What follows belongs to an exercise in optimizing a design on an open flow for small area; a production flow would make more cautious choices. The RTL was checked by simulation tests, not by an equivalence proof against the original design. The flow treats the clock pin as an ideal source, which a real chip does not have. No activity file was given, so power comes from the tool's default toggle rates.

**flow/prects.tcl**
```tcl
# Clock buffering before CTS: split the registers into NCLK groups by
# position (k-means) and drive each group from its own clock buffer on the
# clock port; CTS then finds the clock net already buffered and skips it.
set ncl [expr {[info exists ::env(NCLK)] ? $::env(NCLK) : 3}]
set bcell [expr {[info exists ::env(CLKBUF)] ? $::env(CLKBUF) : "sky130_fd_sc_hd__clkbuf_8"}]
set blk [ord::get_db_block]
set dbu [$blk getDbUnitsPerMicron]
set pins {}
foreach it [[$blk findNet clock_in] getITerms] {
  set inst [$it getInst]
  set bb [$inst getBBox]
  lappend pins [list [$inst getName] [$it getMTerm] [expr {([$bb xMin]+[$bb xMax])/2.0/$dbu}] [expr {([$bb yMin]+[$bb yMax])/2.0/$dbu}]]
}
set n [llength $pins]
# initial centres: spread along x order
set sorted [lsort -real -index 2 $pins]
set cent {}
for {set c 0} {$c < $ncl} {incr c} {
  set p [lindex $sorted [expr {int(($c + 0.5) * $n / $ncl)}]]
  lappend cent [list [lindex $p 2] [lindex $p 3]]
}
for {set iter 0} {$iter < 20} {incr iter} {
  set sx {}; set sy {}; set sn {}
  for {set c 0} {$c < $ncl} {incr c} { lappend sx 0.0; lappend sy 0.0; lappend sn 0 }
  set asg {}
  foreach p $pins {
    set best 0; set bd 1e30
    for {set c 0} {$c < $ncl} {incr c} {
      set dx [expr {[lindex $p 2] - [lindex $cent $c 0]}]
      set dy [expr {[lindex $p 3] - [lindex $cent $c 1]}]
      set d [expr {$dx*$dx + $dy*$dy}]
      if {$d < $bd} { set bd $d; set best $c }
    }
    lappend asg $best
    lset sx $best [expr {[lindex $sx $best] + [lindex $p 2]}]
    lset sy $best [expr {[lindex $sy $best] + [lindex $p 3]}]
    lset sn $best [expr {[lindex $sn $best] + 1}]
  }
  for {set c 0} {$c < $ncl} {incr c} {
    if {[lindex $sn $c] > 0} {
      lset cent $c [list [expr {[lindex $sx $c] / [lindex $sn $c]}] [expr {[lindex $sy $c] / [lindex $sn $c]}]]
    }
  }
}
for {set c 0} {$c < $ncl} {incr c} {
  set loads {}
  foreach p $pins a $asg {
    if {$a == $c} { lappend loads [get_pins "[lindex $p 0]/[[lindex $p 1] getName]"] }
  }
  if {[llength $loads] == 0} continue
  puts "clock group $c: [llength $loads] sinks at [lindex $cent $c]"
  insert_buffer -buffer_cell $bcell -net clock_in -load_pins $loads \
    -location [lindex $cent $c] -buffer_name clkbuf_g$c
}
```
**constraint.sdc**
```tcl
create_clock -name core_clock -period 10.0 [get_ports {clock_in}]
set_input_delay 2.0000 -clock core_clock [delete_from_list [all_inputs] [get_ports {clock_in}]]
set_output_delay 2.0000 -clock core_clock [all_outputs]
set_load 0.01 [all_outputs]
```
**flow/abc.script**
```
strash; &get -n; &deepsyn -T 20; &put; strash; &get -n; &dch -f; &nf -a -p -R 1000 -F 8 -A 8 -C 32; &put
```
**standard.sh**
```bash
#!/bin/bash
# synth_recipe.tcl (not shown) runs the flow's synth.tcl, then flattens the netlist and writes it again
# the make line also repeats each setting of config.mk as NAME=value (left out here)
make -C /OpenROAD-flow-scripts/flow DESIGN_CONFIG=/design/flow/config.mk WORK_HOME=/design/flow/orfs CLKGATE_MAP_FILE= SYNTH_SCRIPT=/design/flow/synth_recipe.tcl "${@:-finish}"
```
**design.v**
```verilog
module Pin_Verify
(
input        clock_in,
input        sys_reset,
input        Button_input0,
input        Button_input1,
input        Button_input2,
input        Button_input3,
output reg   PIN_TRUE,
output reg   PIN_FALSE,
output [6:0] seg0,
output [6:0] seg1,
output [6:0] seg2,
output [6:0] seg3,
output [6:0] seg4,
output [6:0] seg5,
output [6:0] redled_out
);
reg  [4:0] dc;
wire rise = ~dc[0] & ~dc[1] & ~dc[3];
always @(posedge clock_in)
	if (sys_reset) dc <= 5'b00111;
	else if (rise) dc <= 5'b01111;
	else           dc <= {dc[3:0], dc[4] ^ dc[2]};
reg        h;
reg  [9:0] c1;
wire c1_term = (c1 == 10'h29b);
wire c1_top  = &c1[8:1];
wire tick    = c1_top & c1[0];
wire tick_d  = c1_top & ~c1[0] & c1[9] & h;
wire clk_en  = h;
always @(posedge clock_in)
	if (sys_reset | (c1_term & ~h)) begin h <= 1'b1; c1 <= 10'h3ff; end
	else if (c1_term)               begin h <= 1'b0; c1 <= 10'h3fe; end
	else                            c1 <= {c1[8:0], c1[9] ^ c1[6]};
wire [3:0] bin = ~{Button_input3, Button_input2, Button_input1, Button_input0};
reg  [4:0] cnt [3:0];
reg  [3:0] db;
genvar i;
generate for (i = 0; i < 4; i = i + 1) begin : g_db
	wire [4:0] x = cnt[i] ~^ {5{bin[i]}};
	wire a1 = x[0];
	wire a2 = a1 & x[1];
	wire a3 = a2 & x[2];
	wire a4 = a3 & x[3];
	wire e  = rise & ~(a4 & x[4]);
	wire [4:0] t = {e & a4, e & a3, e & a2, e & a1, e};
	wire [4:0] c = cnt[i];
	always @(posedge clock_in)
		if (sys_reset) begin
			cnt[i] <= 5'd0;
			db[i]  <= 1'b0;
		end else begin
			db[i]  <= db[i] ? (c[4] | c[3] | c[2] | (c[1] & c[0]))
			                : (c[4] & c[3] & c[2] & (c[1] | c[0]));
			cnt[i] <= c ^ t;
		end
end endgenerate
wire db_zero   = (db == 4'b0000);
wire db_onehot = (db == 4'b0001) | (db == 4'b0010) | (db == 4'b0100) | (db == 4'b1000);
reg  bflag;      
reg  rep;        
reg  [2:0] tmo;  
wire report = db_onehot & ~bflag;
wire [2:0] tmo_a = report ? 3'd0 : tmo;
wire [2:0] tmo_b = tick ? tmo_a + 3'd1 : tmo_a;
wire clr = tick_d & (tmo == 3'd0);
always @(posedge clock_in)
	if (sys_reset) begin
		bflag <= 1'b0;
		rep   <= 1'b0;
		tmo   <= 3'd0;
	end else begin
		if (db_zero)     bflag <= 1'b0;
		else if (report) bflag <= 1'b1;
		rep <= report;
		tmo <= (tmo_b == 3'd5) ? 3'd0 : tmo_b;
	end
reg       L, j1, j2;
reg [2:0] k;
reg       g;
reg       mf;
reg [2:0] r;       
wire key0 = ~k[2] & ~k[0];
wire key1 = ~k[1] &  k[0];
wire key2 =  k[1] & (k[2] ^ k[0]);
wire key3 =  k[2] & (k[1] ~^ k[0]);
wire hit  = (db[0] & key0) | (db[1] & key1) | (db[2] & key2) | (db[3] & key3);
wire k5    = k[2] & ~k[1];
wire judge = rep & k5 & (~L | g);
wire ok    = mf & hit;
always @(posedge clock_in)
	if (sys_reset) begin
		L <= 1'b0; j1 <= 1'b0; j2 <= 1'b0;
		k <= 3'b000; g <= 1'b0; mf <= 1'b1; r <= 3'b000;
		PIN_TRUE <= 1'b0; PIN_FALSE <= 1'b0;
	end else begin
		j1 <= judge;
		j2 <= j1;
		if (judge & ok) L <= ~L;
		if (judge) begin
			PIN_TRUE  <= ok;
			PIN_FALSE <= ~ok;
		end
		if (clr) begin
			if (~g) r <= 3'b000;
			k  <= 3'b000;
			g  <= 1'b0;
			mf <= 1'b1;
		end else begin
			r <= k;
			if (judge) begin
				k  <= 3'b000;
				g  <= 1'b0;
				mf <= 1'b1;
			end else if (rep) begin
				k  <= {k[1:0], ~k[2]};
				if (k5) g <= 1'b1;
				mf <= ok;
			end
		end
	end
wire pin_flag = j2 & PIN_FALSE;
wire s = L ^ ((j1 | j2) & PIN_TRUE);
assign redled_out = {1'b0, 1'b1, r[0] | r[2], r[1] | r[2], r[2], r[2] & ~r[0], r[2] & ~r[1]};
reg ef;    
reg ec;    
reg cf;    
wire inc = ef & clk_en & ~cf;
always @(posedge clock_in)
	if (sys_reset) begin
		ef <= 1'b0; ec <= 1'b0; cf <= 1'b0;
	end else begin
		if (ef) cf <= clk_en;
		if (pin_flag) begin
			ef <= 1'b1; ec <= 1'b0;
		end else if (inc) begin
			if (ec) ef <= 1'b0;
			ec <= 1'b1;
		end
	end
localparam seg_C = 7'b0100111, seg_L = 7'b1000111, seg_O = 7'b1000000,
           seg_S = 7'b0010010, seg_E = 7'b0000110, seg_D = 7'b0100001,
           seg_P = 7'b0001100, seg_N = 7'b0101011, seg_R = 7'b0101111,
           seg_CL = 7'b1111111;
assign seg5 = ef ? seg_E  : s ? seg_O  : seg_C;
assign seg4 = ef ? seg_R  : s ? seg_P  : seg_L;
assign seg3 = ef ? seg_R  : s ? seg_E  : seg_O;
assign seg2 = ef ? seg_O  : s ? seg_N  : seg_S;
assign seg1 = ef ? seg_R  : s ? seg_CL : seg_E;
assign seg0 = ef ? seg_CL : s ? seg_CL : seg_D;
endmodule
```
**flow/run.sh**
```bash
#!/bin/bash
# Own layout flow: ORFS with four changes.
#  1. Synthesis is synth_recipe.tcl (the standard synthesis) with ORFS's ABC
#     script replaced by flow/abc.script (area-oriented mapping).
#  2. Ports are buffered with sky130_fd_sc_hd__buf_1.
#  3. Before CTS the registers are split by position into two groups, each
#     driven by its own clkbuf_16 on the clock port (flow/prects.tcl); CTS
#     then finds the clock already buffered and leaves it alone.
#  4. Constant outputs share the tie cells Yosys made (no tie cell per port).
set -euo pipefail
W=$(pwd)
F=$W/flow
sed "s#^source \$::env(SCRIPTS_DIR)/synth_preamble.tcl#&\nset abc_args [lreplace \$abc_args 1 1 $F/abc.script]#" \
  "$FLOW_HOME/scripts/synth.tcl" > "$W/synth_orfs_area.tcl"
grep -q "abc.script" "$W/synth_orfs_area.tcl"
sed "s#source \$::env(SCRIPTS_DIR)/synth.tcl#source $W/synth_orfs_area.tcl#" \
  "$W/synth_recipe.tcl" > "$W/synth_area.tcl"
grep -q "synth_orfs_area.tcl" "$W/synth_area.tcl"
make -C "$FLOW_HOME" DESIGN_CONFIG="$W/config.mk" WORK_HOME="$W/orfs" CLKGATE_MAP_FILE= \
  SYNTH_SCRIPT="$W/synth_area.tcl" \
  "BUFFER_PORTS_ARGS=-buffer_cell sky130_fd_sc_hd__buf_1" \
  "CTS_ARGS=-sink_clustering_enable -repair_clock_nets -dont_use_dummy_load" \
  PRE_CTS_TCL="$F/prects.tcl" NCLK=2 CLKBUF=sky130_fd_sc_hd__clkbuf_16 \
  SKIP_REPAIR_TIE_FANOUT=1 \
  finish > "$W/make.log" 2>&1
R=$W/orfs/results/sky130hd/Pin_Verify/base
: # left out here: write the final layout as DEF
```
**config.mk**
```make
export PLATFORM = sky130hd
export DESIGN_NAME = Pin_Verify
export DESIGN_NICKNAME = Pin_Verify
export VERILOG_FILES = /design/flow/design.v
export SDC_FILE = /design/flow/constraint.sdc
export NUM_CORES = 4
export LEC_CHECK = 0
export CAP_MARGIN = 20
export CORE_MARGIN = 2
export CORE_UTILIZATION = 40
export SLEW_MARGIN = 20
```
==> flow_metrics.tcl, run 1 <==
set metrics [dict create \
    core-area_mm2 0.00676 \
    fin_cells 419 \
    fin_nets 350 \
    synth_area_mm2 0.00277 \
    synth_top_cell_area_share_pct 44.2 \
    yosysTopAreaCell "dfxtp_1" \
    timing.hold.ws_ns 0.451 \
    rrSetupSlack_ns 7.83 \
    worst_pin_slew_ns 0.812 \
    antenna_left 0 \
    yosys_warnings 2 \
    synthTopCellsByArea "dfxtp_1 44%, buf_4 11%, a21oi_1 5.1%" \
    drc_errors 0 \
    power_mw 0.362 \
    outcome "timing/DRC/antenna clean" \
    post-route-min-period_ns 3.53 \
    crit_required_ns 8.00 \
    async_reset_ff_share_pct 0 \
    finalMaxSlewViolations 0 \
    die_h_um 87.1 \
    endpoint_kind "output pin" \
    io-pin-count 57 \
    period_share_pct 35.3 \
    seq_area_frac_synth_pct 44.2 \
    synth_cell_type_count 35 \
    cts_setup_buffers 0 \
    avgSynthCellArea_um2 8.35 \
    place_area_mm2 0.00275 \
    dpl.cell_count 417 \
    start_kind "flip-flop" \
    path_class "flip-flop to output pin" \
    hpwl_um 3280 \
    cts.clk_slew.worst_paths_ns 0.11 \
    fin_area_mm2 0.00280 \
    grt_pass1_vias 1844 \
    drt_first_pass_iters 4 \
    antenna_found_initial 0 \
    drive_gt1_share_pct 0.885 \
    cts_hold_buffers 0 \
    synth_edf_count 0 \
    rsz0062_at_grt "no" \
    num_rows 30 \
    worstSkewPairLatency_ns 0.17 \
    die_w_um 87.1 \
    die_area_mm2 0.00759 \
    initial_core_util_pct 40.9 \
    vias_per_cell 4.91 \
    fill_cells 688 \
    ys.flop_type "dfxtp_1" \
    final_core_util_pct 41.4 \
    layout_setup_ws_ns 6.47 \
    place_ws_ns 6.26 \
    grt_max_degree 37 \
    p_leak_nw 1.03 \
    place.gp.congestion 0.802 \
    hold_viol_final 0 \
    drt_iter0_markers 68 \
    tns_ns 0 \
    worst_ep_arrival_time_ns 1.53 \
    ir_worst_vdd_v 0.0000785 \
    grt-ovfl-total 0 \
    wl_per_cell_um 11.1 \
    clock_skew_ns 0.0125 \
    portBuffers 44 \
    timing.fmax_ghz 0.283 \
    maxCapViolCount 0 \
    cp_max_fo 7 \
    synth_nets 340 \
    diodes 0 \
    slew_headroom_pct 45.5 \
    finalSetupViolCount 0 \
    grt_use_total_pct 12.1 \
    area.growth.synth_to_final_pct 1.09 \
    syn_inst 331 \
    ys_ff_latch 61 \
    hold_path.class "flip-flop to flip-flop" \
    grt_pass1_wl_um 7880 \
    wirelength_um 4640 \
    vias 2056 \
    power_density_mw_per_mm2 130 \
    ctsResizeCount 0 \
]
==> metal layers <==
metal | global-route usage, % | vias to the layer above | part of all wire [%]
met3 | 1.14 | 4 | 3.5
met2 | 22.1 | 42 | 44
met4 | 0.699 | 0 | 0.50
li1 | - | 1112 | -
met5 | 0 | - | 0
met1 | 16.2 | 898 | 52
==> final cells by class, clock buffers not listed <==
type / instances / area (um2) / share of cell area, %
Inverter: 18 / 67.6 / 2.42
Timing Repair Buffer: 45 / 173 / 6.18
Sequential cell: 61 / 1220 / 43.7
Tap cell: 80 / 100 / 3.58
Multi-Input combinational cell: 213 / 1180 / 42.3
==> cell usage in the layout, fill, tap and decap left out, drive strengths merged, types with 3 or more instances in the layout <==
| cell | synthesis | layout |
|---|---|---|
| or2 | 9 | 9 |
| clkinv | 18 | 18 |
| dfxtp | 61 | 61 |
| nor3 | 9 | 9 |
| or3 | 10 | 10 |
| buf | 39 | 45 |
| a21oi | 28 | 28 |
| nand2 | 25 | 25 |
| nor2b | 3 | 3 |
| o21ai | 20 | 20 |
| nand3 | 11 | 11 |
| xnor2 | 7 | 7 |
| and2 | 3 | 3 |
| ha | 3 | 3 |
| nand4 | 3 | 3 |
| a31oi | 6 | 6 |
| xor2 | 9 | 9 |
| o21a | 4 | 4 |
| nor2 | 37 | 37 |
| and3 | 3 | 3 |
==> cells in the mapped netlist (3+ instances only) <==
master and count:
dfxtp_1 61, o21a_1 4, nand2_1 25, nor3_1 9, a31oi_1 6, nor2_1 37
or3_1 10, xor2_1 9, and2_0 3, o21ai_0 20, or2_0 9, buf_4 39
a21oi_1 28, ha_1 3, and3_1 3, nand4_1 3, xnor2_1 7, clkinv_1 18
nand3_1 11, nor2b_1 3
==> worst paths after layout <==
kind,start,to,depth (start not counted)
worst max-delay path,j2,seg5[2],5
worst min-delay path,dc[1],dc[2],1
worst max register to register,dc[3],cnt[0][4],6
worst min register to register,dc[1],dc[2],1
==> critical path, cell delays in order, from the launching register on <==
cell and delay (ns):
dfxtp_1 0.35, o21ai_0 0.21, xnor2_1 0.12, nor2_1 0.32, clkinv_1 0.19, buf_1 0.17
==> state kept, by name (all words and copies together) (netlist names), 3 cells and up <==
signal	count
r	3
c1	10
db	4
dc	5
cnt	20
k	3
tmo	3
==> kinds of logic after synthesis <==
group	count (synthesis)	share of synthesized area, %
mux	1	0.362
other cells	2	0.272
flops	61	44.2
compound gates	72	15.0
buf+inv	57	13.0
fa+ha+maj	3	1.36
simple gates	119	20.7
xor+xnor	16	5.07
==> power by group <==
part | internal, mW | total, mW | switching (mW)
logic | 0.00555 | 0.0183 | 0.0127
clock network | 0.0372 | 0.0966 | 0.0594
registers | 0.246 | 0.247 | 0.00159
==> inputs of run 2 (changes only) <==
--- a/design.v
+++ b/design.v
@@ -63,8 +63,8 @@
 reg  [2:0] tmo;  
 wire report = db_onehot & ~bflag;
 wire [2:0] tmo_a = report ? 3'd0 : tmo;
-wire [2:0] tmo_b = tick ? tmo_a + 3'd1 : tmo_a;
-wire clr = tick_d & (tmo == 3'd0);
+wire [2:0] tmo_b = tick ? {tmo_a[1:0], ~tmo_a[2]} : tmo_a;
+wire clr = tick_d & ~tmo[2] & ~tmo[0];
 always @(posedge clock_in)
 	if (sys_reset) begin
 		bflag <= 1'b0;
@@ -74,19 +74,15 @@
 		if (db_zero)     bflag <= 1'b0;
 		else if (report) bflag <= 1'b1;
 		rep <= report;
-		tmo <= (tmo_b == 3'd5) ? 3'd0 : tmo_b;
+		tmo <= (tmo_b == 3'b100) ? 3'd0 : tmo_b;
 	end
 reg       L, j1, j2;
 reg [2:0] k;
 reg       g;
 reg       mf;
 reg [2:0] r;       
-wire key0 = ~k[2] & ~k[0];
-wire key1 = ~k[1] &  k[0];
-wire key2 =  k[1] & (k[2] ^ k[0]);
-wire key3 =  k[2] & (k[1] ~^ k[0]);
-wire hit  = (db[0] & key0) | (db[1] & key1) | (db[2] & key2) | (db[3] & key3);
-wire k5    = k[2] & ~k[1];
+wire hit  = k[1] ? (k[0] ? db[3] : db[2]) : (k[0] ? db[1] : db[0]);
+wire k5    = k[2] & k[0];
 wire judge = rep & k5 & (~L | g);
 wire ok    = mf & hit;
 always @(posedge clock_in)
@@ -114,7 +110,7 @@
 				g  <= 1'b0;
 				mf <= 1'b1;
 			end else if (rep) begin
-				k  <= {k[1:0], ~k[2]};
+				k  <= {k[0] ? (k[1] & ~k[2]) : k[2], k[0] ? ~k[2] : k[1], ~k[0]};
 				if (k5) g <= 1'b1;
 				mf <= ok;
 			end
@@ -122,7 +118,7 @@
 	end
 wire pin_flag = j2 & PIN_FALSE;
 wire s = L ^ ((j1 | j2) & PIN_TRUE);
-assign redled_out = {1'b0, 1'b1, r[0] | r[2], r[1] | r[2], r[2], r[2] & ~r[0], r[2] & ~r[1]};
+assign redled_out = {1'b0, 1'b1, r[0] | r[1] | r[2], r[1] | r[2], r[2] | (r[1] & r[0]), r[2], r[2] & r[0]};
 reg ef;    
 reg ec;    
 reg cf;    
==> flow/run.sh (replaced) <==
#!/bin/bash
# Own layout flow: ORFS with four changes.
#  1. Synthesis is synth_recipe.tcl (the standard synthesis) except for the
#     ABC step: ABC runs once per flow/abc*.script (area-oriented mapping,
#     different random seeds) on the same design and the smallest result is
#     kept (flow/best_abc.tcl). Registers are mapped before ABC, as in the
#     standard synthesis, so they come out the same.
#  2. Ports are buffered with sky130_fd_sc_hd__buf_1.
#  3. Before CTS the registers are split by position into two groups, each
#     driven by its own clkbuf_16 on the clock port (flow/prects.tcl); CTS
#     then finds the clock already buffered and leaves it alone.
#  4. Constant outputs share the tie cells Yosys made (no tie cell per port).
# Each tool's output goes to a log file in this folder (make.log, with the
# per-step ORFS logs under orfs/logs/) and write_def.log.
set -euo pipefail
W=$(pwd)
F=$W/flow
sed 's#^  log_cmd abc {\*}\$abc_args#  best_abc $abc_args#' \
  "$FLOW_HOME/scripts/synth.tcl" > "$W/synth_orfs_best.tcl"
grep -q "best_abc \$abc_args" "$W/synth_orfs_best.tcl"
{
  echo "source $F/best_abc.tcl"
  sed "s#source \$::env(SCRIPTS_DIR)/synth.tcl#source $W/synth_orfs_best.tcl#" "$W/synth_recipe.tcl"
} > "$W/synth_best.tcl"
grep -q "synth_orfs_best.tcl" "$W/synth_best.tcl"
export BEST_ABC_SCRIPTS="$(ls "$F"/abc*.script | tr '\n' ' ')"
make -C "$FLOW_HOME" DESIGN_CONFIG="$W/config.mk" WORK_HOME="$W/orfs" CLKGATE_MAP_FILE= \
  SYNTH_SCRIPT="$W/synth_best.tcl" \
  "BUFFER_PORTS_ARGS=-buffer_cell sky130_fd_sc_hd__buf_1" \
  "CTS_ARGS=-sink_clustering_enable -repair_clock_nets -dont_use_dummy_load" \
  PRE_CTS_TCL="$F/prects.tcl" NCLK=2 CLKBUF=sky130_fd_sc_hd__clkbuf_16 \
  SKIP_REPAIR_TIE_FANOUT=1 \
  finish > "$W/make.log" 2>&1
R=$W/orfs/results/sky130hd/Pin_Verify/base
: # left out here: write the final layout as DEF
==> flow/abc0.script (new file) <==
strash; &get -n; &deepsyn -T 20 -S 0; &put; strash; &get -n; &dch -f; &nf -a -p -R 1000 -F 8 -A 8 -C 32; &put
==> flow/abc1.script (new file) <==
strash; &get -n; &deepsyn -T 20 -S 1; &put; strash; &get -n; &dch -f; &nf -a -p -R 1000 -F 8 -A 8 -C 32; &put
==> flow/abc2.script (new file) <==
strash; &get -n; &deepsyn -T 20 -S 2; &put; strash; &get -n; &dch -f; &nf -a -p -R 1000 -F 8 -A 8 -C 32; &put
==> flow/abc3.script (new file) <==
strash; &get -n; &deepsyn -T 20 -S 3; &put; strash; &get -n; &dch -f; &nf -a -p -R 1000 -F 8 -A 8 -C 32; &put
==> flow/abc4.script (new file) <==
strash; &get -n; &deepsyn -T 20 -S 4; &put; strash; &get -n; &dch -f; &nf -a -p -R 1000 -F 8 -A 8 -C 32; &put
==> flow/abc5.script (new file) <==
strash; &get -n; &deepsyn -T 20 -S 5; &put; strash; &get -n; &dch -f; &nf -a -p -R 1000 -F 8 -A 8 -C 32; &put
==> flow/best_abc.tcl (new file) <==
# Run ABC once per script listed in $::env(BEST_ABC_SCRIPTS) on the same
# pre-ABC design and keep the result with the smallest cell area.
proc best_abc { abc_args } {
  set scripts $::env(BEST_ABC_SCRIPTS)
  set lib [lindex $::env(LIB_FILES) 0]
  yosys design -save pre_best_abc
  set best_area 1e30
  set best_i -1
  set i 0
  foreach sc $scripts {
    yosys design -load pre_best_abc
    set a [lreplace $abc_args 1 1 $sc]
    yosys abc {*}$a
    yosys opt_clean
    set st [yosys tee -q -s result.string stat -liberty $lib]
    set area 1e30
    regexp {Chip area for module [^:]*: ([0-9.]+)} $st -> area
    puts "best_abc: script $sc area $area"
    if {$area < $best_area} {
      set best_area $area
      set best_i $i
      yosys design -save best_abc_result
    }
    incr i
  }
  puts "best_abc: chose [lindex $scripts $best_i] area $best_area"
  yosys design -load best_abc_result
}
removed: flow/abc.script
==> flow_metrics.tcl, run 2 <==
set metrics [dict create \
    outcome "timing/DRC/antenna clean" \
    cts_setup_buffers 0 \
    worst_pin_slew_ns 0.872 \
    antenna_found_initial 0 \
    wirelength_um 4350 \
    avgSynthCellArea_um2 8.38 \
    p_leak_nw 0.969 \
    drc_errors 0 \
    crit_required_ns 8.00 \
    die_w_um 86.5 \
    antenna_left 0 \
    maxCapViolCount 0 \
    initial_core_util_pct 40.8 \
    wl_per_cell_um 10.5 \
    portBuffers 44 \
    pwr-share-comb_pct 4.7 \
    path_class "flip-flop to output pin" \
    reg_top3 "cnt: 20 flops, c1: 10 flops, dc: 5 flops" \
    num_rows 30 \
    finalSetupViolCount 0 \
    start_kind "flip-flop" \
    yosysTopAreaCell "dfxtp_1" \
    finalMaxSlewViolations 0 \
    cts_hold_buffers 0 \
    globalRouteMet3Util_pct 1.14 \
    synth_top_cell_area_share_pct 44.8 \
    synthTopCellsByCount "61 x dfxtp_1, 42 x nor2_1, 39 x buf_4" \
    hpwl_um 3090 \
    worstHoldStart "dc[1]" \
    switching_share_pct 20.1 \
    rsz0062_at_grt "no" \
    ys_ff_latch 61 \
    fin_nets 341 \
    layout_commonest_cell "dfxtp_1" \
    grt_pass1_vias 1726 \
    synth_edf_count 0 \
    clock_skew_ns 0.0172 \
    grt_pass1_wl_um 7280 \
    drive_gt1_share_pct 1.20 \
    largest_register_ffs 20 \
    worstSkewPairLatency_ns 0.17 \
    io-pin-count 57 \
    synthTopCellsByArea "dfxtp_1 45%, buf_4 11%, nor2_1 5.8%" \
    hold_viol_final 0 \
    power_mw 0.361 \
    power_density_mw_per_mm2 131 \
    die_h_um 86.5 \
    r2r-start "dc[3]" \
    ys.flop_type "dfxtp_1" \
    grt_use_total_pct 11.3 \
    switchingPower_mw 0.0726 \
    grt-ovfl-total 0 \
    ir_worst_vdd_v 0.0000959 \
    diodes 0 \
    clkPwrFrac_pct 26.8 \
    endpoint_kind "output pin" \
    drt_iter0_markers 70 \
    grtUsageMet1_pct 15.1 \
    vias_per_cell 4.95 \
    async_reset_ff_share_pct 0 \
    grt_max_degree 42 \
    seq_area_frac_synth_pct 44.8 \
    synth_nets 331 \
    top_register "cnt" \
    synth_area_mm2 0.00272 \
    p_seq_share_pct 68.6 \
    die_area_mm2 0.00749 \
    gr-max-usage-layer "met2" \
    core-area_mm2 0.00668 \
    slew_headroom_pct 41.3 \
    vias 2045 \
    p_int_mw 0.288 \
    cp_max_fo 7 \
    cts.clk_slew.worst_paths_ns 0.12 \
    mostFrequentLayoutCells "61 x dfxtp_1, 44 x buf_1, 42 x nor2_1, 27 x nand2_1, 27 x a21oi_1" \
    synth_most_common_cell "dfxtp_1" \
    met2_usage_pct 20.3 \
    startpoint "j2" \
    synth_cell_type_count 36 \
    hold_path.class "flip-flop to flip-flop" \
    drt_first_pass_iters 6 \
    ctsResizeCount 0 \
    syn_inst 325 \
    place.gp.congestion 0.800 \
    yosys_warnings 2 \
    worst_ep_arrival_time_ns 1.48 \
    tns_ns 0 \
    area.growth.synth_to_final_pct 1.10 \
    period_share_pct 34.8 \
    post-route-min-period_ns 3.48 \
    timing.fmax_ghz 0.287 \
]
run 2: cell count changes after synthesis, sizes merged, moves of 3 or more:
cell    previous run  this run
o21ai             20        25
nor2              37        42
nand3             11         6
nor3               9         6
clkinv            18        12
ha                 3         0
run 2: final timing paths:
kind	endpoint	slack (ns)	cells after the start
worst max-delay path	seg5[2]	6.52	5
worst min-delay path	dc[2]	0.45	1
worst max register to register	cnt[2][4]	7.55	7
worst min register to register	dc[2]	0.45	1
run 2: cells by family after synthesis:
family                 share of synthesized area [%]
AO/OA/AOI/OAI                                   15.7
multiplexers                                    1.19
buffers and inverters                           12.4
XOR/XNOR                                        4.82
flip-flops                                      44.8
other                                          0.276
AND/OR/NAND/NOR                                 20.8
run 2: per-layer routing:
metal	routed length, um	vias to the layer above
met5	0	-
met2	1990	39
li1	-	1090
met3	152	3
met1	2180	913
met4	34	0
run 2: power by group through the flow:
stage	Combinational [mW]	Sequential (mW)	Clock (mW)
after detailed placement	0.0171	0.253	0
after floorplan	0.0147	0.252	0
after global routing	0.0194	0.248	0.109
after CTS	0.0171	0.253	0.0733
after global placement	0.0169	0.253	0
final	0.0168	0.247	0.0966
run 2: critical path, stage by stage (launching register included):
cell,delay [ns]
dfxtp_1,0.35
o21ai_0,0.21
xnor2_1,0.13
nor2_1,0.29
clkinv_1,0.18
buf_1,0.16
run 2: stage by stage:
| stage | setup slack [ns] | instances | area, um2 | hold WS [ns] | util (%) |
|---|---|---|---|---|---|
| 6_report | 6.52 | 413 | 2750 | 0.447 | 41.2 |
| 5_1_grt | 6.33 | 413 | 2750 | 0.468 | 41.2 |
| 4_1_cts | 6.44 | 413 | 2750 | 0.426 | 41.2 |
| 3_5_place_dp | 6.44 | 411 | 2700 | 0.426 | 40.5 |
| 3_3_place_gp | 6.49 | 411 | 2700 | 0.425 | 40.5 |
| 2_1_floorplan | 6.51 | 325 | 2720 | 0.416 | - |
run 2: area by class of cell, clock buffers not listed:
| cell class | count | area [um2] |
|---|---|---|
| multi-input cells | 213 | 1160 |
| flip-flops and latches | 61 | 1220 |
| fillers | 687 | 3930 |
| inverters | 12 | 45.0 |
| well taps | 80 | 100 |
| repair buffers | 45 | 173 |
==> inputs of run 3 (changes only) <==
==> flow/abc2.script (replaced) <==
strash; &get -n; &deepsyn -T 20 -S 3; &put; strash; &get -n; &dch -f; &nf -a -p -R 1000 -F 8 -A 8 -C 32; &put
==> flow/abc3.script (replaced) <==
strash; &get -n; &deepsyn -T 20; &put; strash; &get -n; &dch -f; &nf -a -p -R 1000 -F 8 -A 8 -C 32 -E 50; &put
==> flow/abc4.script (replaced) <==
strash; &get -n; &deepsyn -T 20; &put; strash; &get -n; &dch; &nf -a -p -R 1000 -F 8 -A 8 -C 32; &put
==> flow/abc5.script (replaced) <==
strash; &get -n; &deepsyn -T 20 -S 1; &put; strash; &get -n; &dch -f; &nf -a -p -R 1000 -F 8 -A 8 -C 32 -E 50; &put
==> flow/abc6.script (new file) <==
strash; &get -n; &deepsyn -T 20; &put; strash; &get -n; &dch; &nf -a -p -R 1000 -F 8 -A 8 -C 32 -E 50; &put
==> flow/abc7.script (new file) <==
strash; &get -n; &deepsyn -T 20 -S 1; &put; strash; &get -n; &dch; &nf -a -p -R 1000 -F 8 -A 8 -C 32 -E 50; &put
==> flow/abc8.script (new file) <==
strash; &get -n; &deepsyn -T 20 -S 3; &put; strash; &get -n; &dch; &nf -a -p -R 1000 -F 8 -A 8 -C 32; &put
==> flow_metrics.tcl, run 3 <==
set metrics [dict create \
    slew_headroom_pct 43.5 \
    cts_setup_buffers 0 \
    wirelength_um 4310 \
    drc_errors 0 \
    period_share_pct 34.8 \
    mostFrequentLayoutCells "61 x dfxtp_1, 44 x buf_1, 40 x nor2_1, 36 x a21oi_1, 29 x o21ai_0" \
    synthTopCellsByCount "61 x dfxtp_1, 40 x nor2_1, 39 x buf_4" \
    reg_top3 "cnt: 20 flops, c1: 10 flops, dc: 5 flops" \
    synth_area_mm2 0.00271 \
    start_kind "flip-flop" \
    rsz0062_at_grt "no" \
    pwr-share-comb_pct 4.8 \
    r2r-start "dc[3]" \
    synthMuxAreaShare_pct 0.831 \
    drt_first_pass_iters 4 \
    clock_skew_ns 0.00557 \
    switching_share_pct 20.0 \
    die_h_um 86.3 \
    power_density_mw_per_mm2 132 \
    whs_path_depth 1 \
    worstSkewPairLatency_ns 0.17 \
    seq_area_frac_synth_pct 45.1 \
    io-pin-count 57 \
    synth_most_common_cell "dfxtp_1" \
    multiInputGateArea_mm2 0.00114 \
    diodes 0 \
    syn_inst 326 \
    worst_pin_slew_ns 0.841 \
    tns_ns 0 \
    maxCapViolCount 0 \
    vias_per_cell 5.06 \
    post-route-min-period_ns 3.48 \
    p_seq_share_pct 68.8 \
    area.growth.synth_to_final_pct 0.969 \
    die_w_um 86.3 \
    core-area_mm2 0.00646 \
    ys.flop_type "dfxtp_1" \
    grt-ovfl-total 0 \
    top_register "cnt" \
    hold_path.class "flip-flop to flip-flop" \
    place.gp.congestion 0.744 \
    p_int_mw 0.288 \
    largest_register_ffs 20 \
    reg2reg_depth 6 \
    initial_core_util_pct 42.0 \
    cts_hold_buffers 0 \
    ys_ff_latch 61 \
    grt_pass1_wl_um 7440 \
    power_mw 0.360 \
    vias 2078 \
    fin_nets 342 \
    worstHoldStart "dc[0]" \
    synth_xor_area_share_pct 3.23 \
    finalSetupViolCount 0 \
    switchingPower_mw 0.0719 \
    finalMaxSlewViolations 0 \
    hpwl_um 3090 \
    ctsResizeCount 0 \
    regArea_mm2 0.00122 \
    num_rows 29 \
    layout_setup_ws_ns 6.52 \
    yosys_warnings 2 \
    clkPwrFrac_pct 26.5 \
    antenna_found_initial 0 \
    hold_viol_final 0 \
    place_ws_ns 6.43 \
    r2r-end "cnt[3][4]" \
    grt_pass1_vias 1753 \
    grt_max_degree 40 \
    hold_path_end "dc[1]" \
    cts.clk_slew.worst_paths_ns 0.11 \
    synthTopCellsByArea "dfxtp_1 45%, buf_4 11%, a21oi_1 6.6%" \
    synthAdderAreaFrac_pct 0 \
    path_class "flip-flop to output pin" \
    ir_worst_vdd_v 0.0000850 \
    drt_iter0_markers 46 \
    crit_required_ns 8.00 \
    p_leak_nw 0.946 \
    cp_max_fo 7 \
    fill_cells 640 \
    worst_ep_arrival_time_ns 1.48 \
    endpoint_kind "output pin" \
    synth_cell_type_count 32 \
    synth_edf_count 0 \
    timing.fmax_ghz 0.287 \
    outcome "timing/DRC/antenna clean" \
    synth-compound-area-share_pct 18.4 \
    async_reset_ff_share_pct 0 \
    place_area_mm2 0.00269 \
    rrSetupSlack_ns 7.63 \
    synth_top_family_by_area "simple AND/OR/NAND/NOR gates" \
    wl_per_cell_um 10.5 \
    drive_gt1_share_pct 1.20 \
    layout_commonest_cell "dfxtp_1" \
    synth_nets 332 \
    antenna_left 0 \
    avgSynthCellArea_um2 8.31 \
    yosysTopAreaCell "dfxtp_1" \
    grt_use_total_pct 11.5 \
    final_core_util_pct 42.4 \
    fin_area_mm2 0.00274 \
    yosys.area_share.simple_pct 19.3 \
    synth_top_cell_area_share_pct 45.1 \
    portBuffers 44 \
    die_area_mm2 0.00745 \
]
run 3: cell types whose count changed in the layout (fill, tap and decap cells not counted), moves of 3 or more:
cell / delta
clkinv_1: +3
xor2_1: -4
nand2_1: -6
o21ai_0: +4
or2_0: -4
a21oi_1: +9
run 3: area by class of cell, clock buffers not listed:
class / count / share of cell area (%)
repair buffers: 45 / 6.31
flip-flops and latches: 61 / 44.6
inverters: 15 / 2.06
well taps: 77 / 3.52
multi-input cells: 211 / 41.7
run 3: kinds of logic (layout without fill, tap and decap cells):
family	Yosys count	after routing
AND/OR/NAND/NOR	110	110
flip-flops	61	61
multiplexers	1	1
buffers and inverters	54	62
XOR/XNOR	10	10
AO/OA/AOI/OAI	88	88
other	2	2
run 3: layer usage:
metal / GRT usage (%) / part of all wire (%)
met4: 0.568 / 0.49
met2: 21.8 / 46
met3: 0.952 / 4.0
met1: 14.8 / 49
met5: 0 / 0
run 3: power groups by stage:
stage                     Combinational, mW  Clock, mW  Sequential, mW
after global routing                 0.0199      0.109           0.248
after floorplan                      0.0149          0           0.253
after detailed placement             0.0174          0           0.253
after CTS                            0.0175     0.0733           0.253
final                                0.0172     0.0953           0.248
after global placement               0.0171          0           0.253
run 3: stage by stage:
| stage | std cells | hold WS, ns |
|---|---|---|
| 2_1_floorplan | 326 | 0.416 |
| 3_3_place_gp | 409 | 0.430 |
| 5_1_grt | 411 | 0.479 |
| 6_report | 411 | 0.456 |
| 3_5_place_dp | 409 | 0.437 |
| 4_1_cts | 411 | 0.436 |
run 3: worst max path at each step:
| stage | end | startpoint | depth (start not counted) | slack, ns |
|---|---|---|---|---|
| floorplan | seg4[1] | PIN_TRUE | 5 | 6.51 |
| global placement | cnt[3][4] | Button_input3 | 7 | 6.48 |
| detailed placement | cnt[3][4] | Button_input3 | 7 | 6.43 |
| CTS | r[1] | sys_reset | 5 | 6.42 |
| global route | seg5[2] | j2 | 5 | 6.31 |
| finish | seg4[0] | j2 | 5 | 6.52 |
run 3: critical path: stages (launching register included):
cell and delay, ns:
dfxtp_1 0.34, o21ai_0 0.21, xnor2_1 0.13, nor2_1 0.29, clkinv_1 0.18, buf_1 0.16
==> inputs of run 4 (changes only) <==
--- a/design.v
+++ b/design.v
@@ -78,39 +78,40 @@
 	end
 reg       L, j1, j2;
 reg [2:0] k;
+reg       e1, q;
 reg       g;
 reg       mf;
-reg [2:0] r;       
-wire hit  = k[1] ? (k[0] ? db[3] : db[2]) : (k[0] ? db[1] : db[0]);
-wire k5    = k[2] & k[0];
+wire [2:0] ke = q ? 3'b000 : k;    
+wire hit  = ke[1] ? (ke[0] ? db[3] : db[2]) : (ke[0] ? db[1] : db[0]);
+wire k5    = ke[2] & ke[0];
 wire judge = rep & k5 & (~L | g);
 wire ok    = mf & hit;
 always @(posedge clock_in)
 	if (sys_reset) begin
 		L <= 1'b0; j1 <= 1'b0; j2 <= 1'b0;
-		k <= 3'b000; g <= 1'b0; mf <= 1'b1; r <= 3'b000;
+		k <= 3'b000; e1 <= 1'b0; q <= 1'b0; g <= 1'b0; mf <= 1'b1;
 		PIN_TRUE <= 1'b0; PIN_FALSE <= 1'b0;
 	end else begin
 		j1 <= judge;
 		j2 <= j1;
+		e1 <= rep & ~judge;
+		q  <= clr & g;
 		if (judge & ok) L <= ~L;
 		if (judge) begin
 			PIN_TRUE  <= ok;
 			PIN_FALSE <= ~ok;
 		end
 		if (clr) begin
-			if (~g) r <= 3'b000;
-			k  <= 3'b000;
+			if (~g) k <= 3'b000;
 			g  <= 1'b0;
 			mf <= 1'b1;
 		end else begin
-			r <= k;
+			if (q | j1)  k <= 3'b000;
+			else if (e1) k <= {k[0] ? (k[1] & ~k[2]) : k[2], k[0] ? ~k[2] : k[1], ~k[0]};
 			if (judge) begin
-				k  <= 3'b000;
 				g  <= 1'b0;
 				mf <= 1'b1;
 			end else if (rep) begin
-				k  <= {k[0] ? (k[1] & ~k[2]) : k[2], k[0] ? ~k[2] : k[1], ~k[0]};
 				if (k5) g <= 1'b1;
 				mf <= ok;
 			end
@@ -118,7 +119,7 @@
 	end
 wire pin_flag = j2 & PIN_FALSE;
 wire s = L ^ ((j1 | j2) & PIN_TRUE);
-assign redled_out = {1'b0, 1'b1, r[0] | r[1] | r[2], r[1] | r[2], r[2] | (r[1] & r[0]), r[2], r[2] & r[0]};
+assign redled_out = {1'b0, 1'b1, k[0] | k[1] | k[2], k[1] | k[2], k[2] | (k[1] & k[0]), k[2], k[2] & k[0]};
 reg ef;    
 reg ec;    
 reg cf;    
==> flow_metrics.tcl, run 4 <==
set metrics [dict create \
    outcome "timing/DRC/antenna clean" \
    place.gp.congestion 0.745 \
    finalMaxSlewViolations 0 \
    cts.clk_slew.worst_paths_ns 0.12 \
    grt-ovfl-total 0 \
    synthTopCellsByArea "dfxtp_1 45%, buf_4 11%, nor2_1 5.4%" \
    worstSkewPairLatency_ns 0.18 \
    worstHoldStart "c1[4]" \
    layout_commonest_cell "dfxtp_1" \
    num_rows 29 \
    post-route-min-period_ns 3.87 \
    fill_cells 661 \
    reg2reg_depth 5 \
    finalSetupViolCount 0 \
    final_core_util_pct 42.4 \
    clock_skew_ns 0.0260 \
    period_share_pct 38.7 \
    async_reset_ff_share_pct 0 \
    timing.hold.ws_ns 0.459 \
    fin_area_mm2 0.00272 \
    place_area_mm2 0.00267 \
    power_mw 0.379 \
    whs_path_depth 1 \
    r2r-end "cnt[1][4]" \
    synth_area_mm2 0.00270 \
    antenna_found_initial 0 \
    ir_worst_vdd_v 0.000105 \
    vias_per_cell 5.18 \
    die_area_mm2 0.00741 \
    core-area_mm2 0.00642 \
    ys_ff_latch 60 \
    fin_cells 405 \
    initial_core_util_pct 42.0 \
    layout_setup_ws_ns 6.13 \
    grt_pass1_wl_um 7600 \
    synth_most_common_cell "dfxtp_1" \
    wirelength_um 4460 \
    diodes 0 \
    avgSynthCellArea_um2 8.42 \
    cts_setup_buffers 0 \
    synth_cell_type_count 36 \
    endpoint_kind "flip-flop" \
    hpwl_um 3170 \
    rrSetupSlack_ns 7.76 \
    die_w_um 86.1 \
    start_kind "primary input" \
    reg_top3 "cnt: 20 flops, c1: 10 flops, dc: 5 flops" \
    drt_first_pass_iters 4 \
    antenna_left 0 \
    crit_required_ns 10.11 \
    worst_ep_arrival_time_ns 3.98 \
    drive_gt1_share_pct 0.915 \
    hold_viol_final 0 \
    dpl.cell_count 403 \
    seq_area_frac_synth_pct 44.6 \
    ys.flop_type "dfxtp_1" \
    synth_nets 326 \
    portBuffers 44 \
    power_density_mw_per_mm2 139 \
    critPathMaxStageDelay_ns 0.55 \
    mostFrequentLayoutCells "60 x dfxtp_1, 44 x buf_1, 39 x nor2_1, 26 x a21oi_1" \
    cts_hold_buffers 0 \
    wl_per_cell_um 11.0 \
    drt_iter0_markers 92 \
    place_ws_ns 5.92 \
    rsz0062_at_grt "no" \
    tns_ns 0 \
    crit_top_cell "nand2_1" \
    yosysTopAreaCell "dfxtp_1" \
    timing.fmax_ghz 0.259 \
    regArea_mm2 0.00120 \
    largest_register_ffs 20 \
    hold_path.class "flip-flop to flip-flop" \
    syn_inst 320 \
    r2r-start "dc[1]" \
    grt_pass1_vias 1795 \
    multiInputGateArea_mm2 0.00116 \
    hold_path_end "c1[5]" \
    ctsResizeCount 0 \
    worst_pin_slew_ns 0.791 \
    slew_headroom_pct 46.9 \
    crit_slowest_cell "clkinv_1" \
    grt_max_degree 44 \
    die_h_um 86.1 \
    worstPathCellList "buf_1 > buf_4 > clkinv_1 > and3_1 > or2_0 > nor3_1 > nand2_1 > nand2_1" \
    vias 2098 \
    drc_errors 0 \
    yosys_warnings 2 \
    top_register "cnt" \
    synth_edf_count 0 \
    p_leak_nw 0.960 \
    path_class "primary input to flip-flop" \
    area.growth.synth_to_final_pct 0.975 \
    fin_nets 336 \
    cp_max_fo 43 \
    synthTopCellsByCount "60 x dfxtp_1, 39 x buf_4, 39 x nor2_1" \
    maxCapViolCount 0 \
    grt_use_total_pct 11.7 \
    synth_top_cell_area_share_pct 44.6 \
    io-pin-count 57 \
]
## run 4: metal layers
| layer | global-route usage, % | share of wire, % | wire (um) | up-vias |
|---|---|---|---|---|
| li1 | - | - | - | 1095 |
| met5 | 0 | 0 | 0 | - |
| met1 | 15.6 | 49 | 2200 | 960 |
| met2 | 21.4 | 46 | 2030 | 40 |
| met3 | 0.866 | 4.1 | 183 | 3 |
| met4 | 0.722 | 0.76 | 34 | 0 |
## run 4: cell families after synthesis
group | Yosys count | synth area share [%]
other cells | 2 | 0.279
xor+xnor | 13 | 4.22
compound gates | 73 | 16.3
flops | 60 | 44.6
buf+inv | 50 | 12.4
simple gates | 122 | 22.2
## run 4: cell type report, clock buffers not listed
cell class / count / area share (%)
flip-flops and latches: 60 / 44.1
multi-input cells: 210 / 42.6
repair buffers: 45 / 6.34
well taps: 77 / 3.54
inverters: 11 / 1.52
## run 4: how the worst max path moves through the flow
stage               startpoint  endpoint  depth (start not counted)
finish               sys_reset      k[2]                          8
global route         sys_reset      k[2]                          8
CTS                  sys_reset      k[2]                          8
detailed placement   sys_reset      k[2]                          8
global placement     sys_reset      k[2]                          8
floorplan             PIN_TRUE   seg1[6]                          5
## run 4: worst max-delay path: cells and delay by family
kind,cells,cell delay (ns)
buffers and inverters,3,0.97
AND/OR/NAND/NOR,5,0.99
## run 4: where the power goes
group	leakage [nW]	total [mW]	internal [mW]	switching (mW)
clock network	0.0246	0.0951	0.0372	0.0579
logic	0.449	0.0367	0.0122	0.0246
registers	0.486	0.247	0.243	0.00422
total	0.960	0.379	0.292	0.0867
==> inputs of run 5 (changes only) <==
--- a/design.v
+++ b/design.v
@@ -76,7 +76,7 @@
 		rep <= report;
 		tmo <= (tmo_b == 3'b100) ? 3'd0 : tmo_b;
 	end
-reg       L, j1, j2;
+reg       L, j2;
 reg [2:0] k;
 reg       e1, q;
 reg       g;
@@ -86,15 +86,15 @@
 wire k5    = ke[2] & ke[0];
 wire judge = rep & k5 & (~L | g);
 wire ok    = mf & hit;
+wire j1    = e1 & k[2] & k[0] & ~g;
 always @(posedge clock_in)
 	if (sys_reset) begin
-		L <= 1'b0; j1 <= 1'b0; j2 <= 1'b0;
+		L <= 1'b0; j2 <= 1'b0;
 		k <= 3'b000; e1 <= 1'b0; q <= 1'b0; g <= 1'b0; mf <= 1'b1;
 		PIN_TRUE <= 1'b0; PIN_FALSE <= 1'b0;
 	end else begin
-		j1 <= judge;
 		j2 <= j1;
-		e1 <= rep & ~judge;
+		e1 <= rep;
 		q  <= clr & g;
 		if (judge & ok) L <= ~L;
 		if (judge) begin
==> flow/abc10.script (new file) <==
strash; &get -n; &deepsyn -T 20 -S 7; &put; strash; &get -n; &dch; &nf -a -p -R 1000 -F 8 -A 8 -C 32 -E 50; &put
==> flow/abc11.script (new file) <==
strash; &get -n; &deepsyn -T 20 -S 8; &put; strash; &get -n; &dch; &nf -a -p -R 1000 -F 8 -A 8 -C 32 -E 50; &put
==> flow/abc9.script (new file) <==
strash; &get -n; &deepsyn -T 20 -S 6; &put; strash; &get -n; &dch; &nf -a -p -R 1000 -F 8 -A 8 -C 32 -E 50; &put
==> flow_metrics.tcl, run 5 <==
set metrics [dict create \
    portBuffers 44 \
    ys_ff_latch 59 \
    core-area_mm2 0.00642 \
    fin_cells 404 \
    cp_max_fo 8 \
    vias_per_cell 5.18 \
    grt_pass1_vias 1809 \
    synth_cell_type_count 35 \
    place_area_mm2 0.00268 \
    cts.clk_slew.worst_paths_ns 0.11 \
    synthAdderAreaFrac_pct 0 \
    r2r-start "c1[6]" \
    endpoint_kind "output pin" \
    top_register "cnt" \
    yosysTopAreaCell "dfxtp_1" \
    cp_num_cells 7 \
    wl_per_cell_um 11.2 \
    r2r-end "k[2]" \
    worst_ep_arrival_time_ns 1.96 \
    synthTopCellsByCount "59 x dfxtp_1, 39 x buf_4, 37 x a21oi_1" \
    worstPathCellList "and2_0 > and3b_1 > o21ai_0 > xor2_1 > nor2_1 > clkinv_1 > buf_1" \
    cp_top_family "simple AND/OR/NAND/NOR gates" \
    rrSetupSlack_ns 7.58 \
    fill_cells 664 \
    path_class "flip-flop to output pin" \
    drive_gt1_share_pct 0.917 \
    hpwl_um 3310 \
    antenna_found_initial 0 \
    io-pin-count 57 \
    dpl.cell_count 402 \
    hold_viol_final 0 \
    fin_area_mm2 0.00273 \
    synth_top_cell_area_share_pct 43.8 \
    vias 2093 \
    reg2reg_depth 8 \
    die_w_um 86.1 \
    synthTopCellsByArea "dfxtp_1 44%, buf_4 11%, a21oi_1 6.9%" \
    synth_top_family_by_area "simple AND/OR/NAND/NOR gates" \
    worstSkewPairLatency_ns 0.17 \
    place.gp.congestion 0.803 \
    mostFrequentLayoutCells "59 x dfxtp_1, 44 x buf_1, 37 x a21oi_1, 36 x nor2_1, 14 x nor3_1" \
    die_h_um 86.1 \
    power_density_mw_per_mm2 134 \
    outcome "timing/DRC/antenna clean" \
    ir_worst_vdd_v 0.0000925 \
    seq_area_frac_synth_pct 43.8 \
    grt_max_degree 42 \
    layout_commonest_cell "dfxtp_1" \
    ys.flop_type "dfxtp_1" \
    start_kind "flip-flop" \
    post-route-min-period_ns 3.96 \
    synth_edf_count 0 \
    wirelength_um 4540 \
    maxCapViolCount 0 \
    synth_most_common_cell "dfxtp_1" \
    yosys_warnings 2 \
    initial_core_util_pct 42.0 \
    grt_use_total_pct 12.0 \
    grt-ovfl-total 0 \
    drc_errors 0 \
    crit_required_ns 8.00 \
    drt_iter0_markers 68 \
    synth_area_mm2 0.00270 \
    tns_ns 0 \
    worst_pin_slew_ns 0.765 \
    slew_headroom_pct 48.3 \
    ctsResizeCount 0 \
    power_mw 0.364 \
    synth_nets 325 \
    num_rows 29 \
    die_area_mm2 0.00742 \
    yosys.area_share.simple_pct 23.8 \
    antenna_left 0 \
    startpoint "k[0]" \
    syn_inst 319 \
    async_reset_ff_share_pct 0 \
    synthMuxAreaShare_pct 0 \
    diodes 0 \
    clock_skew_ns 0.0110 \
    critPathMaxStageDelay_ns 0.47 \
    reg_top3 "cnt: 20 flops, c1: 10 flops, dc: 5 flops" \
    cts_hold_buffers 0 \
    synth-compound-area-share_pct 15.7 \
    finalMaxSlewViolations 0 \
    largest_register_ffs 20 \
    timing.fmax_ghz 0.253 \
    avgSynthCellArea_um2 8.46 \
    final_core_util_pct 42.4 \
    grt_pass1_wl_um 7830 \
    worst-path-buf-inv 2 \
    finalSetupViolCount 0 \
    area.growth.synth_to_final_pct 0.973 \
    fin_nets 335 \
    synth_xor_area_share_pct 4.54 \
    cts_setup_buffers 0 \
    rsz0062_at_grt "no" \
    hold_path.class "flip-flop to flip-flop" \
    drt_first_pass_iters 4 \
    p_leak_nw 1.00 \
    endpoint "seg5[1]" \
    period_share_pct 39.6 \
    crit_slowest_cell "dfxtp_1" \
]
==> run 5: cell count changes after synthesis, moves of 3 or more <==
| cell | change |
|---|---|
| a21oi_1 | +11 |
| and2_0 | +3 |
| and3_1 | +6 |
| clkinv_1 | -3 |
| nand2_1 | -8 |
| nand2b_1 | +3 |
| nand3_1 | +4 |
| nor2_1 | -3 |
| nor3_1 | -3 |
| nor3b_1 | -3 |
| o21ai_0 | -8 |
==> run 5: worst register-to-register path, stage by stage (launching register included) <==
cell	delay (ns)
dfxtp_1	0.41
nand4_1	0.11
nor2_1	0.22
nor4b_1	0.67
or3_1	0.23
a21oi_1	0.04
or2_0	0.29
nor3_1	0.24
a22o_1	0.17
==> run 5: layout make-up, clock buffers not listed <==
| class | count | area [um2] | area share [%] |
|---|---|---|---|
| inverter | 8 | 30.0 | 1.10 |
| tap | 77 | 96.3 | 3.54 |
| multi-input combinational | 213 | 1190 | 43.8 |
| sequential | 59 | 1180 | 43.3 |
| timing repair buffer | 45 | 173 | 6.34 |
==> run 5: how the worst min path moves through the flow <==
stage | startpoint | to | slack, ns | depth (start not counted)
after detailed placement | mf | mf | 0.44 | 2
after global routing | mf | mf | 0.48 | 2
after global placement | c1[3] | c1[4] | 0.43 | 1
after floorplan | mf | mf | 0.42 | 2
final | mf | mf | 0.45 | 2
after CTS | mf | mf | 0.44 | 2
==> run 5: logic make-up (layout without fill, tap and decap cells) <==
| kind of cell | after synthesis | after routing |
|---|---|---|
| other cells | 2 | 2 |
| xor+xnor | 14 | 14 |
| compound gates | 72 | 72 |
| simple gates | 125 | 125 |
| buf+inv | 47 | 55 |
| flops | 59 | 59 |
==> run 5: where the power goes <==
part | internal, mW | leakage (nW) | switching [mW]
Sequential | 0.239 | 0.478 | 0.00431
Clock | 0.0372 | 0.0246 | 0.0586
Combinational | 0.00895 | 0.500 | 0.0160
==> run 5: stage by stage <==
stage | hold slack, ns | setup WS, ns
2_1_floorplan | 0.415 | 6.06
3_3_place_gp | 0.431 | 6.07
3_5_place_dp | 0.437 | 6.01
6_report | 0.446 | 6.04
5_1_grt | 0.479 | 5.79
4_1_cts | 0.437 | 6.00
==> run 5: routing by layer <==
metal,GRT usage [%],wire (um)
met1,16.2,2250
met5,0,0
met2,22.1,2060
met3,0.962,193
met4,0.577,27
==> inputs of run 6 (changes only) <==
--- a/flow/run.sh
+++ b/flow/run.sh
@@ -1,9 +1,11 @@
 #!/bin/bash
 # Own layout flow: ORFS with four changes.
 #  1. Synthesis is synth_recipe.tcl (the standard synthesis) except for the
-#     ABC step: ABC runs once per flow/abc*.script (area-oriented mapping,
-#     different random seeds) on the same design and the smallest result is
-#     kept (flow/best_abc.tcl). Registers are mapped before ABC, as in the
+#     ABC step: ABC runs once per flow/abc*.script (AIG resynthesis with
+#     &deepsyn, then area-oriented mapping with &nf; the first two scripts
+#     stop &deepsyn by step count, so they give the same result every run)
+#     on the same design and the smallest result is kept
+#     (flow/best_abc.tcl). Registers are mapped before ABC, as in the
 #     standard synthesis, so they come out the same.
 #  2. Ports are buffered with sky130_fd_sc_hd__buf_1.
 #  3. Before CTS the registers are split by position into two groups, each
==> flow/abc0.script (replaced) <==
strash; &get -n; &deepsyn -I 1 -J 1000 -S 1; &put; strash; &get -n; &dch; &nf -a -p -R 1000 -F 8 -A 8 -C 32; &put
==> flow/abc1.script (replaced) <==
strash; &get -n; &deepsyn -I 1 -J 1000 -S 1; &put; strash; &get -n; &dch -f; &nf -a -p -R 1000 -F 8 -A 8 -C 32; &put
==> flow/abc3.script (replaced) <==
strash; &get -n; &deepsyn -T 20 -S 1; &put; strash; &get -n; &dch -f; &nf -a -p -R 1000 -F 8 -A 8 -C 32 -E 50; &put
==> flow/abc4.script (replaced) <==
strash; &get -n; &deepsyn -T 20 -S 8; &put; strash; &get -n; &dch; &nf -a -p -R 1000 -F 8 -A 8 -C 32 -E 50; &put
removed: flow/abc10.script
removed: flow/abc11.script
removed: flow/abc5.script
removed: flow/abc6.script
removed: flow/abc7.script
removed: flow/abc8.script
removed: flow/abc9.script
==> flow_metrics.tcl, run 6 <==
set metrics [dict create \
    syn_inst 319 \
    die_w_um 86.1 \
    critPathMaxStageDelay_ns 0.47 \
    met1_length_um 2250 \
    p_leak_nw 1.00 \
    grt-ovfl-total 0 \
    synth_edf_count 0 \
    worstHoldStart "mf" \
    synth_nets 325 \
    worstSkewPairLatency_ns 0.17 \
    area.growth.synth_to_final_pct 0.973 \
    ys.flop_type "dfxtp_1" \
    path_class "flip-flop to output pin" \
    wl_met2_um 2060 \
    r2r-end "k[2]" \
    largest_register_ffs 20 \
    whs_path_depth 2 \
    power_density_mw_per_mm2 134 \
    seq_area_frac_synth_pct 43.8 \
    topRoutingLayerUsed "met4" \
    crit_required_ns 8.00 \
    ir_worst_vdd_v 0.0000925 \
    yosys.area_share.simple_pct 23.8 \
    antenna_found_initial 0 \
    synth_cell_type_count 35 \
    yosys_warnings 2 \
    worstPathCellList "and2_0 > and3b_1 > o21ai_0 > xor2_1 > nor2_1 > clkinv_1 > buf_1" \
    cts_hold_buffers 0 \
    clock_skew_ns 0.0110 \
    rsz0062_at_grt "no" \
    die_area_mm2 0.00742 \
    synth_most_common_cell "dfxtp_1" \
    slew_headroom_pct 48.3 \
    wirelength_um 4540 \
    core-area_mm2 0.00642 \
    drt_first_pass_iters 4 \
    vias 2093 \
    portBuffers 44 \
    tns_ns 0 \
    drt_iter0_markers 68 \
    wl_per_cell_um 11.2 \
    avgSynthCellArea_um2 8.46 \
    cp_max_fo 8 \
    antenna_left 0 \
    synth_top_cell_area_share_pct 43.8 \
    cts_setup_buffers 0 \
    ys_ff_latch 59 \
    yosysTopAreaCell "dfxtp_1" \
    place_ws_ns 6.01 \
    rrSetupSlack_ns 7.58 \
    maxCapViolCount 0 \
    wl_met3_um 193 \
    vias_per_cell 5.18 \
    synthMuxAreaShare_pct 0 \
    cts.clk_slew.worst_paths_ns 0.11 \
    grt_max_degree 42 \
    synth-compound-area-share_pct 15.7 \
    fin_nets 335 \
    crit_slowest_cell "dfxtp_1" \
    top_register "cnt" \
    finalMaxSlewViolations 0 \
    r2r-start "c1[6]" \
    io-pin-count 57 \
    synthTopCellsByArea "dfxtp_1 44%, buf_4 11%, a21oi_1 6.9%" \
    hold_path.class "flip-flop to flip-flop" \
    layout_setup_ws_ns 6.04 \
    grt_pass1_vias 1809 \
    place.gp.congestion 0.803 \
    outcome "timing/DRC/antenna clean" \
    drive_gt1_share_pct 0.917 \
    final_core_util_pct 42.4 \
    synth_area_mm2 0.00270 \
    layout_commonest_cell "dfxtp_1" \
    num_rows 29 \
    start_kind "flip-flop" \
    diodes 0 \
    hold_path_end "mf" \
    grt_pass1_wl_um 7830 \
    timing.fmax_ghz 0.253 \
    reg2reg_depth 8 \
    post-route-min-period_ns 3.96 \
    hpwl_um 3310 \
    synth_top_family_by_area "simple AND/OR/NAND/NOR gates" \
    synth_xor_area_share_pct 4.54 \
    fill_cells 664 \
    reg_top3 "cnt: 20 flops, c1: 10 flops, dc: 5 flops" \
    worst_ep_arrival_time_ns 1.96 \
    finalSetupViolCount 0 \
    die_h_um 86.1 \
    synthTopCellsByCount "59 x dfxtp_1, 39 x buf_4, 37 x a21oi_1" \
    worst_pin_slew_ns 0.765 \
    initial_core_util_pct 42.0 \
    async_reset_ff_share_pct 0 \
    synthAdderAreaFrac_pct 0 \
    ctsResizeCount 0 \
    endpoint_kind "output pin" \
    mostFrequentLayoutCells "59 x dfxtp_1, 44 x buf_1, 37 x a21oi_1, 36 x nor2_1, 14 x nor3_1" \
    hold_viol_final 0 \
    grt_use_total_pct 12.0 \
    period_share_pct 39.6 \
    drc_errors 0 \
]
[run 6: cell counts in the layout (fill, tap and decap cells not counted)]
Identical to the previous run, type by type.
[run 6: kinds of logic (layout without fill, tap and decap cells)]
| logic type | Yosys count | after routing |
|---|---|---|
| and+or+nand+nor | 125 | 125 |
| AOI/OAI and AO/OA | 72 | 72 |
| DFF | 59 | 59 |
| buffers and inverters | 47 | 55 |
| xor gates and xnor gates | 14 | 14 |
| other | 2 | 2 |
[run 6: area by class of cell, clock buffers not listed]
cell class	count	area, um2	area share (%)
well taps	77	96.3	3.54
multi-input cells	213	1190	43.8
repair buffers	45	173	6.34
inverters	8	30.0	1.10
flip-flops and latches	59	1180	43.3
[run 6: how the worst max path moves through the flow]
| stage | startpoint | to | slack [ns] | cells past startpoint |
|---|---|---|---|---|
| 6_report | k[0] | seg5[1] | 6.04 | 7 |
| 5_1_grt | k[0] | seg5[2] | 5.79 | 7 |
| 4_1_cts | sys_reset | k[2] | 6.00 | 7 |
| 3_5_place_dp | sys_reset | k[2] | 6.01 | 7 |
| 3_3_place_gp | sys_reset | k[2] | 6.07 | 7 |
| 2_1_floorplan | k[0] | seg4[1] | 6.06 | 7 |
[run 6: routing by layer]
metal	track usage, %	up-vias
li1	-	1093
met1	16.2	949
met2	22.1	48
met3	0.962	3
met4	0.577	0
met5	0	-
[run 6: stage by stage]
stage / cells / hold WS (ns) / total power [mW] / cell area (um2)
after floorplan: 319 / 0.415 / 0.269 / 2700
after global placement: 402 / 0.431 / 0.273 / 2680
after global routing: 404 / 0.479 / 0.378 / 2730
after detailed placement: 402 / 0.437 / 0.274 / 2680
final: 404 / 0.446 / 0.364 / 2730
after CTS: 404 / 0.437 / 0.346 / 2730
[run 6: worst max-delay path: cells and delay by family, from the launching register on]
| kind | cells | cell delay (ns) |
|---|---|---|
| DFF | 1 | 0.47 |
| and+or+nand+nor | 3 | 0.70 |
| AOI/OAI and AO/OA | 1 | 0.10 |
| buffers and inverters | 2 | 0.33 |
| xor gates and xnor gates | 1 | 0.18 |
[run 6: where the power goes]
group          switching, mW  internal [mW]
combinational         0.0160        0.00895
sequential           0.00431          0.239
clock                 0.0586         0.0372
==> inputs of run 7 (changes only) <==
==> flow/abc0.script (replaced) <==
strash; &get -n; &deepsyn -I 1 -J 1000 -S 6; &put; strash; &get -n; &dch; &nf -a -p -R 1000 -F 8 -A 8 -C 32; &put
==> flow/abc1.script (replaced) <==
strash; &get -n; &deepsyn -I 1 -J 1000 -S 5; &put; strash; &get -n; &dch; &nf -a -p -R 1000 -F 8 -A 8 -C 32; &put
removed: flow/abc3.script
removed: flow/abc4.script
==> flow_metrics.tcl, run 7 <==
set metrics [dict create \
    hold_viol_final 0 \
    synth_edf_count 0 \
    worst-path-buf-inv 2 \
    die_area_mm2 0.00738 \
    met2_usage_pct 23.1 \
    die_w_um 85.9 \
    drt_first_pass_iters 4 \
    ctsResizeCount 0 \
    worst_ep_arrival_time_ns 2.03 \
    power_density_mw_per_mm2 129 \
    period_share_pct 40.3 \
    largest_register_ffs 20 \
    grt_pass1_vias 1879 \
    hold_path.class "flip-flop to flip-flop" \
    dpl.cell_count 408 \
    synthTopCellsByCount "59 x dfxtp_1, 39 x buf_4, 36 x a21oi_1" \
    critPathMaxStageDelay_ns 0.50 \
    vias_per_cell 5.11 \
    worst_pin_slew_ns 0.647 \
    worstSkewPairLatency_ns 0.17 \
    slew_headroom_pct 56.3 \
    ys.flop_type "dfxtp_1" \
    antenna_found_initial 0 \
    mostFrequentLayoutCells "59 x dfxtp_1, 44 x buf_1, 36 x a21oi_1, 29 x nor2_1, 24 x nand2_1" \
    vias 2097 \
    synthMuxAreaShare_pct 0.373 \
    seq_area_frac_synth_pct 44.0 \
    yosysTopAreaCell "dfxtp_1" \
    tns_ns 0 \
    place.gp.congestion 0.822 \
    globalRouteMet3Util_pct 0.866 \
    fin_cells 410 \
    finalMaxSlewViolations 0 \
    drive_gt1_share_pct 1.20 \
    die_h_um 85.9 \
    ys_ff_latch 59 \
    diodes 0 \
    fin_nets 341 \
    place_area_mm2 0.00267 \
    ir_worst_vdd_v 0.0000776 \
    fin_area_mm2 0.00272 \
    outcome "timing/DRC/antenna clean" \
    synth-compound-area-share_pct 18.1 \
    drc_errors 0 \
    portBuffers 44 \
    p_leak_nw 0.959 \
    power_mw 0.351 \
    drt_iter0_markers 79 \
    synthAdderAreaFrac_pct 0 \
    crit_required_ns 8.00 \
    core-area_mm2 0.00642 \
    yosys_warnings 2 \
    timing.fmax_ghz 0.248 \
    wirelength_um 4620 \
    grt_pass1_wl_um 8100 \
    reg_top3 "cnt: 20 flops, c1: 10 flops, dc: 5 flops" \
    layout_commonest_cell "dfxtp_1" \
    grt_max_degree 38 \
    async_reset_ff_share_pct 0 \
    synth_most_common_cell "dfxtp_1" \
    num_rows 29 \
    endpoint_kind "output pin" \
    fill_cells 655 \
    io-pin-count 57 \
    synth_top_cell_area_share_pct 44.0 \
    post-route-min-period_ns 4.03 \
    avgSynthCellArea_um2 8.28 \
    synth_xor_area_share_pct 1.63 \
    top_register "cnt" \
    grt-ovfl-total 0 \
    finalSetupViolCount 0 \
    synth_cell_type_count 36 \
    crit_slowest_cell "dfxtp_1" \
    path_class "flip-flop to output pin" \
    cts_hold_buffers 0 \
    cts_setup_buffers 0 \
    syn_inst 324 \
    hpwl_um 3300 \
    worstPathCellList "nand2_1 > nor3b_1 > o21ai_0 > xnor2_1 > nor2_1 > clkinv_1 > buf_1" \
    wl_per_cell_um 11.3 \
    area.growth.synth_to_final_pct 1.26 \
    antenna_left 0 \
    initial_core_util_pct 41.8 \
    clock_skew_ns 0.0183 \
    cp_top_family "simple AND/OR/NAND/NOR gates" \
    cp_max_fo 9 \
    grt_use_total_pct 12.4 \
    rsz0062_at_grt "no" \
    maxCapViolCount 0 \
    cts.clk_slew.worst_paths_ns 0.12 \
    start_kind "flip-flop" \
    yosys.area_share.simple_pct 22.6 \
    grtUsageMet1_pct 16.6 \
    synth_nets 330 \
    synth_area_mm2 0.00268 \
    gr-max-usage-layer "met2" \
    synthTopCellsByArea "dfxtp_1 44%, buf_4 11%, a21oi_1 6.7%" \
    synth_top_family_by_area "simple AND/OR/NAND/NOR gates" \
]
==> run 7: through the flow <==
stage	setup WS [ns]	utilization (%)	hold slack, ns
6_report	5.97	42.3	0.446
3_3_place_gp	6.18	41.5	0.428
3_5_place_dp	6.16	41.5	0.430
5_1_grt	5.70	42.3	0.469
4_1_cts	6.15	42.3	0.430
2_1_floorplan	6.20	-	0.417
==> run 7: per-layer routing <==
layer	up-vias	wire (um)
li1	1113	-
met1	946	2290
met2	36	2150
met3	2	168
met4	0	19
met5	-	0
==> run 7: power by group <==
group	switching (mW)	internal, mW	total, mW
clock network	0.0577	0.0372	0.0949
registers	0.00193	0.238	0.240
logic	0.0110	0.00516	0.0161
==> run 7: path summary, 6_finish.rpt <==
kind                              from        end  cells past startpoint  slack, ns
worst max-delay path              k[0]    seg5[2]                      7       5.97
worst min-delay path            tmo[1]     tmo[1]                      2       0.45
worst max register to register   dc[1]  cnt[2][3]                      8       7.97
worst min register to register  tmo[1]     tmo[1]                      2       0.45
==> run 7: kinds of logic (layout without fill, tap and decap cells) <==
group / Yosys count / in the layout
flip-flops: 59 / 59
AO/OA/AOI/OAI: 83 / 83
buffers and inverters: 54 / 63
multiplexers: 1 / 1
other: 2 / 2
XOR/XNOR: 5 / 5
AND/OR/NAND/NOR: 120 / 120
==> run 7: area by class of cell, clock buffers not listed <==
| class | count | area (um2) | share of cell area [%] |
|---|---|---|---|
| Sequential cell | 59 | 1180 | 43.5 |
| Multi-Input combinational cell | 211 | 1150 | 42.4 |
| Timing Repair Buffer | 46 | 180 | 6.63 |
| Tap cell | 77 | 96.3 | 3.55 |
| Inverter | 15 | 56.3 | 2.07 |
==> run 7: tightest hold or removal path, stage by stage (launching register included) <==
cell      delay (ns)
dfxtp_1         0.33
clkinv_1        0.04
a21oi_1         0.05

Setup slack of run 7, layout unchanged: 5.968 ns with ideal ports, 5.924 ns with driving cells assumed (clock clkbuf_16, inputs buf_2), 6.133 ns with port delays also shifted by the 0.209 ns mid clock arrival.
